Context: an optimization exercise on an open-source flow, tuned for small area, a short achievable clock period and few clock cycles. The choices shown serve that exercise and are no tape-out recipe. Where RTL was checked, it was by simulation tests only, not by an equivalence proof against the original. Power and IR drop assume default switching activity.

Design Top, start of the top module:
module Top(
    input                           sys_clk     ,
    input                           sys_rst_n   ,
    input                           trig        ,
    output  reg                     vld         ,
    input                   [9:0]   data_in     ,
    output  wire    signed  [12:0]  sin_out     ,
    output  wire    signed  [12:0]  cos_out
);
Size: ~680 cells after synthesis, about 39 flip-flops, ~4300 um^2 of cells after synthesis.
==> module Top, before the edit <==
module Top(
    input                           sys_clk     ,
    input                           sys_rst_n   ,
    input                           trig        ,
    output  reg                     vld         ,
    input                   [9:0]   data_in     ,
    output  wire    signed  [12:0]  sin_out     ,
    output  wire    signed  [12:0]  cos_out
);
wire [7:0] r = data_in[7:0];
reg  [7:0] w;        
reg        sw;       
reg        s_neg;
reg        c_neg;
reg        busy;
always @(posedge sys_clk) begin
    w     <= r[7] ? (8'd0 - r) : r;
    sw    <= data_in[8] ^ data_in[7];
    s_neg <= data_in[9];
    c_neg <= data_in[9] ^ data_in[8];
end
always @(posedge sys_clk or negedge sys_rst_n) begin
    if (~sys_rst_n) begin
        busy <= 1'b0;
        vld  <= 1'b0;
    end
    else begin
        busy <= trig;
        vld  <= busy;
    end
end
wire [10:0] s_t;
wire [11:0] c_t;
sc_tab tab (.a(w[6:0]), .s(s_t), .c(c_t));
wire [10:0] s_w = w[7] ? 11'd1448 : s_t;
wire [11:0] c_w = w[7] ? 12'd1448 : c_t;
wire        fix = sw && (w == 8'd108);
wire [11:0] s_mag = sw ? c_w : {1'b0, s_w};
wire [11:0] c_mag = sw ? (fix ? 12'd1259 : {1'b0, s_w}) : c_w;
reg [11:0] s_r, c_r;
reg        sn_r, cn_r;
always @(posedge sys_clk) begin
    s_r  <= s_mag;
    c_r  <= c_mag;
    sn_r <= s_neg;
    cn_r <= c_neg;
end
assign sin_out = sn_r ? -{1'b0, s_r} : {1'b0, s_r};
assign cos_out = cn_r ? -{1'b0, c_r} : {1'b0, c_r};
endmodule
==> flow/config.mk <==
export PLATFORM = sky130hd
export DESIGN_NAME = Top
export DESIGN_NICKNAME = Top
export VERILOG_FILES = /design/flow/design.v
export SDC_FILE = /design/flow/constraint.sdc
export NUM_CORES = 4
export LEC_CHECK = 0
export ABC_AREA = 1
export CAP_MARGIN = 20
export CORE_MARGIN = 2
export CORE_UTILIZATION = 40
export SLEW_MARGIN = 20
export SYNTH_MEMORY_MAX_BITS = 32768
==> flow/constraint.sdc <==
create_clock -name core_clock -period 10.0 [get_ports {sys_clk}]
set_input_delay 2.0000 -clock core_clock [delete_from_list [all_inputs] [get_ports {sys_clk}]]
set_output_delay 2.0000 -clock core_clock [all_outputs]
set_load 0.01 [all_outputs]
standard.sh (not shown) runs the stock make flow with config.mk's settings and CLKGATE_MAP_FILE= SYNTH_SCRIPT=/design/flow/synth_recipe.tcl, a recipe that flattens the netlist after the stock synthesis.
==> flow/flow/run.sh <==
#!/bin/bash
# The standard layout, with faster port buffers and timing repair aimed 6.5 ns below the clock period.
set -euo pipefail
bash standard.sh "BUFFER_PORTS_ARGS=-buffer_cell sky130_fd_sc_hd__buf_2" SETUP_SLACK_MARGIN=6.5 finish > standard_flow.log 2>&1
Testbench counts at the start, summed over its fixed seeds: cycles 4,800.
Change:
--- a/flow/design.v
+++ b/flow/design.v
@@ -36,18 +36,15 @@
 wire [11:0] c_w = w[7] ? 12'd1448 : c_t;
 wire        fix = sw && (w == 8'd108);
 wire [11:0] s_mag = sw ? c_w : {1'b0, s_w};
 wire [11:0] c_mag = sw ? (fix ? 12'd1259 : {1'b0, s_w}) : c_w;
-reg [11:0] s_r, c_r;
-reg        sn_r, cn_r;
+reg [12:0] s_r, c_r;
 always @(posedge sys_clk) begin
-    s_r  <= s_mag;
-    c_r  <= c_mag;
-    sn_r <= s_neg;
-    cn_r <= c_neg;
+    s_r <= s_neg ? -{1'b0, s_mag} : {1'b0, s_mag};
+    c_r <= c_neg ? -{1'b0, c_mag} : {1'b0, c_mag};
 end
-assign sin_out = sn_r ? -{1'b0, s_r} : {1'b0, s_r};
-assign cos_out = cn_r ? -{1'b0, c_r} : {1'b0, c_r};
+assign sin_out = s_r;
+assign cos_out = c_r;
 endmodule
 module sc_tab(
     input  [6:0] a,
     output [10:0] s,
=> Die area is higher by 8.9%. Design area rose by about 26%. Worst setup slack is better by 0.32 ns. Final cell count went up by about 15%. Global-route usage shrinks by 0.50 points. Non-clock buffer count went up by 44. Hold slack is better by 0.019 ns.
Function not checked in the second run of this note: the RTL went through the layout flow alone.


Top, a different RTL version from the one above (not shown whole).
For scale: ~40 I/O pins, about 3700 um^2 of cells after synthesis.
==> module Top, before the edit <==
module Top(
    input                           sys_clk     ,
    input                           sys_rst_n   ,
    input                           trig        ,
    output  reg                     vld         ,
    input                   [9:0]   data_in     ,
    output  wire    signed  [12:0]  sin_out     ,
    output  wire    signed  [12:0]  cos_out
);
wire [7:0] r = data_in[7:0];
reg  [7:0] w;        
reg        sw;       
reg        s_neg;
reg        c_neg;
reg        busy;
always @(posedge sys_clk) begin
    w     <= r[7] ? (8'd0 - r) : r;
    sw    <= data_in[8] ^ data_in[7];
    s_neg <= data_in[9];
    c_neg <= data_in[9] ^ data_in[8];
end
always @(posedge sys_clk or negedge sys_rst_n) begin
    if (~sys_rst_n) begin
        busy <= 1'b0;
        vld  <= 1'b0;
    end
    else begin
        busy <= trig;
        vld  <= busy;
    end
end
wire [10:0] s_t;
wire [11:0] c_t;
sc_tab tab (.a(w), .s(s_t), .c(c_t));
wire        fix = sw && (w == 8'd108);
wire        w0  = (w == 8'd0);
wire [11:0] s_mag = sw ? c_t : {1'b0, s_t};
wire [11:0] c_mag = sw ? (fix ? 12'd1259 : {1'b0, s_t}) : c_t;
wire        s_n = s_neg & ~(w0 & ~sw);
wire        c_n = c_neg & ~(w0 & sw);
function [11:0] lowzero;
    input [11:0] m;
    reg   [11:0] n;
    reg          a01, a23, a45, a67, a89, p4, p8;
    begin
        n   = ~m;
        a01 = n[0] & n[1];
        a23 = n[2] & n[3];
        a45 = n[4] & n[5];
        a67 = n[6] & n[7];
        a89 = n[8] & n[9];
        p4  = a01 & a23;
        p8  = p4 & (a45 & a67);
        lowzero[0]  = 1'b1;
        lowzero[1]  = n[0];
        lowzero[2]  = a01;
        lowzero[3]  = a01 & n[2];
        lowzero[4]  = p4;
        lowzero[5]  = p4 & n[4];
        lowzero[6]  = p4 & a45;
        lowzero[7]  = p4 & (a45 & n[6]);
        lowzero[8]  = p8;
        lowzero[9]  = p8 & n[8];
        lowzero[10] = p8 & a89;
        lowzero[11] = p8 & (a89 & n[10]);
    end
endfunction
wire [11:0] s_z = lowzero(s_mag);
wire [11:0] c_z = lowzero(c_mag);
reg  [12:0] s_r, c_r;
always @(posedge sys_clk) begin
    s_r <= {s_n, s_mag ^ ({12{s_n}} & ~s_z)};
    c_r <= {c_n, c_mag ^ ({12{c_n}} & ~c_z)};
end
assign sin_out = s_r;
assign cos_out = c_r;
endmodule
Settings: LEC_CHECK=0, ABC_AREA=1, CAP_MARGIN=20, CORE_MARGIN=2, CORE_UTILIZATION=40, SLEW_MARGIN=20, SYNTH_MEMORY_MAX_BITS=32768; clock period 10.0 ns.
==> flow/flow/run.sh <==
#!/bin/bash
# The standard layout (standard.sh) with one added step and three settings:
#  - after the standard synthesis, the combinational logic between the standard
#    synthesis's flip-flops is mapped again by ABC for area (remap.script); the
#    flip-flops, their names and cell types are left as they are;
#  - synthesis maps no adder cells (ADDER_MAP_FILE empty);
#  - port buffers are buf_2 instead of the delay buffer buffer_ports picks;
#  - timing repair aims for SETUP_SLACK_MARGIN ns of setup slack.
# The clock period and constraints are the standard flow's. Each tool's output goes to a log here.
set -euo pipefail
W=$(pwd)
R=$W/orfs/results/$FLOW_PLATFORM/Top/base
P=$FLOW_HOME/platforms/$FLOW_PLATFORM
LIB=$P/lib/sky130_fd_sc_hd__tt_025C_1v80.lib
VARS=(ADDER_MAP_FILE= "BUFFER_PORTS_ARGS=-buffer_cell sky130_fd_sc_hd__buf_2" SETUP_SLACK_MARGIN=7.2)

bash standard.sh "${VARS[@]}" synth > synth.log 2>&1

cp "$R/1_2_yosys.v" "$W/standard_1_2_yosys.v"
python3 flow/split_lib.py "$LIB" "$P/config.mk" remap_comb.lib remap_seq.lib remap_dont_use.txt > split_lib.log 2>&1
cat > remap.ys <<EOT
read_liberty -lib remap_seq.lib
read_liberty -ignore_miss_func remap_comb.lib
read_verilog -defer $W/standard_1_2_yosys.v
hierarchy -top $FLOW_TOP
flatten
rename -hide w:*.*
opt_clean -purge
abc -liberty $LIB $(cat remap_dont_use.txt) -script $W/flow/remap.script
opt_clean -purge
hilomap -singleton -hicell sky130_fd_sc_hd__conb_1 HI -locell sky130_fd_sc_hd__conb_1 LO
splitnets
opt_clean -purge
insbuf -buf sky130_fd_sc_hd__buf_4 A X
stat -liberty $LIB
write_verilog -noattr -nohex -nodec $R/1_2_yosys.v
EOT
yosys -l remap.log -q remap.ys > /dev/null 2>&1
rm -f "$R/1_synth.odb" "$R/1_synth.sdc"

bash standard.sh "${VARS[@]}" finish > layout.log 2>&1
rm -f remap_comb.lib remap_seq.lib
Other scripts of this flow, unchanged in this note and not shown: flow/flow/remap.script, flow/flow/split_lib.py
Testbench counts at the start, summed over its fixed seeds: cycles 4,800.
Rerun with:
--- a/flow/design.v
+++ b/flow/design.v
@@ -7,20 +7,20 @@
     output  wire    signed  [12:0]  sin_out     ,
     output  wire    signed  [12:0]  cos_out
 );
 wire [7:0] r = data_in[7:0];
 reg  [7:0] w;        
 reg        sw;       
-reg        s_neg;
-reg        c_neg;
+reg        s_n;      
+reg        c_n;      
 reg        busy;
 always @(posedge sys_clk) begin
     w     <= r[7] ? (8'd0 - r) : r;
     sw    <= data_in[8] ^ data_in[7];
-    s_neg <= data_in[9];
-    c_neg <= data_in[9] ^ data_in[8];
+    s_n   <= data_in[9] & ~(r == 8'd0 & ~data_in[8]);
+    c_n   <= (data_in[9] ^ data_in[8]) & ~(r == 8'd0 & data_in[8]);
 end
 always @(posedge sys_clk or negedge sys_rst_n) begin
     if (~sys_rst_n) begin
         busy <= 1'b0;
         vld  <= 1'b0;
     end
@@ -30,17 +30,14 @@
     end
 end
 wire [10:0] s_t;
 wire [11:0] c_t;
 sc_tab tab (.a(w), .s(s_t), .c(c_t));
 wire        fix = sw && (w == 8'd108);
-wire        w0  = (w == 8'd0);
 wire [11:0] s_mag = sw ? c_t : {1'b0, s_t};
 wire [11:0] c_mag = sw ? (fix ? 12'd1259 : {1'b0, s_t}) : c_t;
-wire        s_n = s_neg & ~(w0 & ~sw);
-wire        c_n = c_neg & ~(w0 & sw);
 function [11:0] lowzero;
     input [11:0] m;
     reg   [11:0] n;
     reg          a01, a23, a45, a67, a89, p4, p8;
     begin
         n   = ~m;
=> Critical path depth is unchanged; power climbs by 4.9%; utilization climbs by 3.6 points; first-iteration DRC count shrinks by 6.1%; final area rises by 4.2%; worst setup slack gains 12 ps; non-clock buffer count came out higher by 11; global-route usage came out lower by 2.2 points; cell count is about the same; register-to-register slack loses 20 ps; wire length shrinks by 3.9%; synthesized cell count went down by 1.1%; via count fell by 0.56%; hold slack gets worse by 3.0 ps.
The RTL of the second run of this note was laid out without a check of its function.


Setup of onyx:
Top with an RTL version that a note above also has.
Size in the first run: ~40 I/O pins, about 4300 um2 of cells after synthesis.
export LEC_CHECK = 0
export ABC_AREA = 1
export CAP_MARGIN = 20
export CORE_MARGIN = 2
export CORE_UTILIZATION = 40
export SLEW_MARGIN = 20
export SYNTH_MEMORY_MAX_BITS = 32768
create_clock -name core_clock -period 10.0 [get_ports {sys_clk}]
run.sh (not shown) runs the stock make flow with config.mk's settings and CLKGATE_MAP_FILE= SYNTH_SCRIPT=/design/flow/synth_recipe.tcl, a recipe that flattens the netlist after the stock synthesis.
Stock flow here: none of the scripts above is used.
Testbench counts of onyx, summed over its fixed seeds: cycles 4,800.
Changes in violet relative to onyx:
diff --git a/flow/design.v b/flow/design.v
--- a/flow/design.v
+++ b/flow/design.v
@@ -34,22 +34,19 @@
 sc_tab tab (.a(w[6:0]), .s(s_t), .c(c_t));
 wire [10:0] s_w = w[7] ? 11'd1448 : s_t;
 wire [11:0] c_w = w[7] ? 12'd1448 : c_t;
 wire        fix = sw && (w == 8'd108);
 wire [11:0] s_mag = sw ? c_w : {1'b0, s_w};
 wire [11:0] c_mag = sw ? (fix ? 12'd1259 : {1'b0, s_w}) : c_w;
-reg [11:0] s_r, c_r;
-reg        sn_r, cn_r;
+reg [12:0] s_r, c_r;
 always @(posedge sys_clk) begin
-    s_r  <= s_mag;
-    c_r  <= c_mag;
-    sn_r <= s_neg;
-    cn_r <= c_neg;
+    s_r <= s_neg ? -{1'b0, s_mag} : {1'b0, s_mag};
+    c_r <= c_neg ? -{1'b0, c_mag} : {1'b0, c_mag};
 end
-assign sin_out = sn_r ? -{1'b0, s_r} : {1'b0, s_r};
-assign cos_out = cn_r ? -{1'b0, c_r} : {1'b0, c_r};
+assign sin_out = s_r;
+assign cos_out = c_r;
 endmodule
 module sc_tab(
     input  [6:0] a,
     output [10:0] s,
     output [11:0] c
 );
Results
Changes observed in violet relative to onyx: critical path data required time has increased, width of the die went up by 4.4%, multi-input logic cell count rose by 73, proportion of total power due to net switching went down by 0.42 points.
From onyx to violet the numbers moved as follows: well tap count went up by 7; total power grew by about 16%; final-stage net count now sits higher; share of synthesized cell area in and, or, nand and nor gates rose by 7.9 points; die area increased by 1000 um2 relative to the old numbers.
There was hardly any difference in vias per cell between violet and onyx.
First-iteration DRC count for violet: 83 down relative to onyx
On violet: number of stages on the worst setup path is 15 higher than what onyx gave.
For violet, only the layout was checked, not whether the RTL still works.


== the previous run ==
Top with an RTL version that a note above also has.
Size in the first run: roughly 650 cells after synthesis, roughly 40 I/O pins, roughly 3700 um^2 of cells after synthesis.
==> module Top, before the edit <==
module Top(
    input                           sys_clk     ,
    input                           sys_rst_n   ,
    input                           trig        ,
    output  reg                     vld         ,
    input                   [9:0]   data_in     ,
    output  wire    signed  [12:0]  sin_out     ,
    output  wire    signed  [12:0]  cos_out
);
wire [7:0] r = data_in[7:0];
reg  [7:0] w;        
reg        sw;       
reg        s_n;      
reg        c_n;      
reg        busy;
always @(posedge sys_clk) begin
    w     <= r[7] ? (8'd0 - r) : r;
    sw    <= data_in[8] ^ data_in[7];
    s_n   <= data_in[9] & ~(r == 8'd0 & ~data_in[8]);
    c_n   <= (data_in[9] ^ data_in[8]) & ~(r == 8'd0 & data_in[8]);
end
always @(posedge sys_clk or negedge sys_rst_n) begin
    if (~sys_rst_n) begin
        busy <= 1'b0;
        vld  <= 1'b0;
    end
    else begin
        busy <= trig;
        vld  <= busy;
    end
end
wire [10:0] s_t;
wire [11:0] c_t;
sc_tab tab (.a(w), .s(s_t), .c(c_t));
wire        fix = sw && (w == 8'd108);
wire [11:0] s_mag = sw ? c_t : {1'b0, s_t};
wire [11:0] c_mag = sw ? (fix ? 12'd1259 : {1'b0, s_t}) : c_t;
function [11:0] lowzero;
    input [11:0] m;
    reg   [11:0] n;
    reg          a01, a23, a45, a67, a89, p4, p8;
    begin
        n   = ~m;
        a01 = n[0] & n[1];
        a23 = n[2] & n[3];
        a45 = n[4] & n[5];
        a67 = n[6] & n[7];
        a89 = n[8] & n[9];
        p4  = a01 & a23;
        p8  = p4 & (a45 & a67);
        lowzero[0]  = 1'b1;
        lowzero[1]  = n[0];
        lowzero[2]  = a01;
        lowzero[3]  = a01 & n[2];
        lowzero[4]  = p4;
        lowzero[5]  = p4 & n[4];
        lowzero[6]  = p4 & a45;
        lowzero[7]  = p4 & (a45 & n[6]);
        lowzero[8]  = p8;
        lowzero[9]  = p8 & n[8];
        lowzero[10] = p8 & a89;
        lowzero[11] = p8 & (a89 & n[10]);
    end
endfunction
wire [11:0] s_z = lowzero(s_mag);
wire [11:0] c_z = lowzero(c_mag);
reg  [12:0] s_r, c_r;
always @(posedge sys_clk) begin
    s_r <= {s_n, s_mag ^ ({12{s_n}} & ~s_z)};
    c_r <= {c_n, c_mag ^ ({12{c_n}} & ~c_z)};
end
assign sin_out = s_r;
assign cos_out = c_r;
endmodule
Settings: LEC_CHECK=0, ABC_AREA=1, CAP_MARGIN=20, CORE_MARGIN=2, CORE_UTILIZATION=40, SLEW_MARGIN=20, SYNTH_MEMORY_MAX_BITS=32768; clock period 10.0 ns.
standard.sh (not shown) runs the stock make flow with config.mk's settings and CLKGATE_MAP_FILE= SYNTH_SCRIPT=/design/flow/synth_recipe.tcl, a recipe that flattens the netlist after the stock synthesis.
==> flow/flow/run.sh <==
#!/bin/bash
# The standard layout (standard.sh) with one added step and three settings:
#  - after the standard synthesis, the combinational logic between the standard
#    synthesis's flip-flops is mapped again by ABC for area (remap.script); the
#    flip-flops, their names and cell types are left as they are;
#  - synthesis maps no adder cells (ADDER_MAP_FILE empty);
#  - port buffers are buf_2 instead of the delay buffer buffer_ports picks;
#  - timing repair aims for SETUP_SLACK_MARGIN ns of setup slack.
# The clock period and constraints are the standard flow's. Each tool's output goes to a log here.
set -euo pipefail
W=$(pwd)
R=$W/orfs/results/$FLOW_PLATFORM/Top/base
P=$FLOW_HOME/platforms/$FLOW_PLATFORM
LIB=$P/lib/sky130_fd_sc_hd__tt_025C_1v80.lib
VARS=(ADDER_MAP_FILE= "BUFFER_PORTS_ARGS=-buffer_cell sky130_fd_sc_hd__buf_2" SETUP_SLACK_MARGIN=7.12)

bash standard.sh "${VARS[@]}" synth > synth.log 2>&1

cp "$R/1_2_yosys.v" "$W/standard_1_2_yosys.v"
python3 flow/split_lib.py "$LIB" "$P/config.mk" remap_comb.lib remap_seq.lib remap_dont_use.txt > split_lib.log 2>&1
cat > remap.ys <<EOT
read_liberty -lib remap_seq.lib
read_liberty -ignore_miss_func remap_comb.lib
read_verilog -defer $W/standard_1_2_yosys.v
hierarchy -top $FLOW_TOP
flatten
rename -hide w:*.*
opt_clean -purge
abc -liberty $LIB $(cat remap_dont_use.txt) -script $W/flow/remap.script
opt_clean -purge
hilomap -singleton -hicell sky130_fd_sc_hd__conb_1 HI -locell sky130_fd_sc_hd__conb_1 LO
splitnets
opt_clean -purge
insbuf -buf sky130_fd_sc_hd__buf_4 A X
stat -liberty $LIB
write_verilog -noattr -nohex -nodec $R/1_2_yosys.v
EOT
yosys -l remap.log -q remap.ys > /dev/null 2>&1
rm -f "$R/1_synth.odb" "$R/1_synth.sdc"

bash standard.sh "${VARS[@]}" finish > layout.log 2>&1
rm -f remap_comb.lib remap_seq.lib
Other scripts of this flow, unchanged in this note and not shown: flow/flow/remap.script, flow/flow/split_lib.py
What the current run does differently from the previous run at the input level:
==> flow/design.v, changed modules only <==
module Top(
    input                           sys_clk     ,
    input                           sys_rst_n   ,
    input                           trig        ,
    output  reg                     vld         ,
    input                   [9:0]   data_in     ,
    output  wire    signed  [12:0]  sin_out     ,
    output  wire    signed  [12:0]  cos_out
);
wire [7:0] r = data_in[7:0];
reg  [7:0] w;        
reg        sw;       
reg        s_neg;
reg        c_neg;
reg        busy;
always @(posedge sys_clk) begin
    w     <= r[7] ? (8'd0 - r) : r;
    sw    <= data_in[8] ^ data_in[7];
    s_neg <= data_in[9];
    c_neg <= data_in[9] ^ data_in[8];
end
always @(posedge sys_clk or negedge sys_rst_n) begin
    if (~sys_rst_n) begin
        busy <= 1'b0;
        vld  <= 1'b0;
    end
    else begin
        busy <= trig;
        vld  <= busy;
    end
end
wire [10:0] s_t;
wire [11:0] c_t;
sc_tab tab (.a(w), .s(s_t), .c(c_t));
wire        fix = sw && (w == 8'd108);
wire        w0  = (w == 8'd0);
wire [11:0] s_mag = sw ? c_t : {1'b0, s_t};
wire [11:0] c_mag = sw ? (fix ? 12'd1259 : {1'b0, s_t}) : c_t;
wire        s_n = s_neg & ~(w0 & ~sw);
wire        c_n = c_neg & ~(w0 & sw);
function [11:0] lowzero;
    input [11:0] m;
    reg   [11:0] n;
    reg          a01, a23, a45, a67, a89, p4, p8;
    begin
        n   = ~m;
        a01 = n[0] & n[1];
        a23 = n[2] & n[3];
        a45 = n[4] & n[5];
        a67 = n[6] & n[7];
        a89 = n[8] & n[9];
        p4  = a01 & a23;
        p8  = p4 & (a45 & a67);
        lowzero[0]  = 1'b1;
        lowzero[1]  = n[0];
        lowzero[2]  = a01;
        lowzero[3]  = a01 & n[2];
        lowzero[4]  = p4;
        lowzero[5]  = p4 & n[4];
        lowzero[6]  = p4 & a45;
        lowzero[7]  = p4 & (a45 & n[6]);
        lowzero[8]  = p8;
        lowzero[9]  = p8 & n[8];
        lowzero[10] = p8 & a89;
        lowzero[11] = p8 & (a89 & n[10]);
    end
endfunction
wire [11:0] s_z = lowzero(s_mag);
wire [11:0] c_z = lowzero(c_mag);
reg  [12:0] s_r, c_r;
always @(posedge sys_clk) begin
    s_r <= {s_n, s_mag ^ ({12{s_n}} & ~s_z)};
    c_r <= {c_n, c_mag ^ ({12{c_n}} & ~c_z)};
end
assign sin_out = s_r;
assign cos_out = c_r;
endmodule
[summary]
Sequential power of the current run is on par with the previous run. Via count: the previous run vs the current run, no meaningful difference. Higher sequential share of layout area goes to the current run over the previous run. On the current run: cell count along the critical path is 12 lower than what the previous run gave. Between the previous run and the current run, the flow reports final design instance area without fill decreasing by a few percent. Diff the current run..the previous run | DRC violation count after routing | unchanged. The final reports for the current run and the previous run show post-detailed-placement cell area higher in the former. Looking at global-route usage, the current run sits above the previous run. When the final numbers for the current run and the previous run were put side by side, the clock network fraction of total power turned out to be greater in the previous run. For the previous run, the end of the critical path was s_n, unlike the current run, where it was vld. Diff the previous run -> the current run | die area | up slightly.
Testbench counts of the current run, summed over its fixed seeds: cycles 4,800.
Function not checked in the previous run: the RTL went through the layout flow alone.

## re-timing with driven ports
Ports are ideal in the flow. The routed layouts listed here were re-timed in OpenROAD.
Step 1, drivers: a clkbuf_16 drives sys_clk and a buf_2 each remaining input, both assumed.
Step 2, shift: input delay + t, output delay - t, t = (earliest + latest rising clock arrival at the registers) / 2. This alone moves slack from input paths to output paths.
a / b / c = ideal ports / drivers / drivers and shift; a / b = the first two.
| run | t (ns) | setup slack, ns | worst register clock-pin slew, ns | pins driven straight from the clock port |
|---|---|---|---|---|
| the first run of note 1 | 0.321 | 6.269 / 6.241 / 6.562 | 0.08 / 0.08 | 1 |
| the second run of note 1 | 0.319 | 6.585 / 6.585 / 6.585 | 0.06 / 0.06 | 1 |
| the first run of note 2 | 0.329 | 7.207 / 7.175 / 7.095 | 0.08 / 0.08 | 1 |
| the second run of note 2 | 0.319 | 7.219 / 7.189 / 6.893 | 0.08 / 0.08 | 1 |
| onyx | 0.309 | 5.759 / 5.733 / 6.043 | 0.08 / 0.08 | 1 |
| violet | 0.317 | 5.584 / 5.584 / 5.584 | 0.06 / 0.06 | 1 |
| the previous run | 0.319 | 7.097 / 7.086 / 6.768 | 0.08 / 0.08 | 1 |
| the current run | 0.325 | 7.210 / 7.179 / 7.093 | 0.08 / 0.08 | 1 |
After both steps setup and hold are still met in every run listed. For the previous run, which loses most, drivers alone change the setup slack by -0.011 ns; drivers and shift together by -0.329 ns.
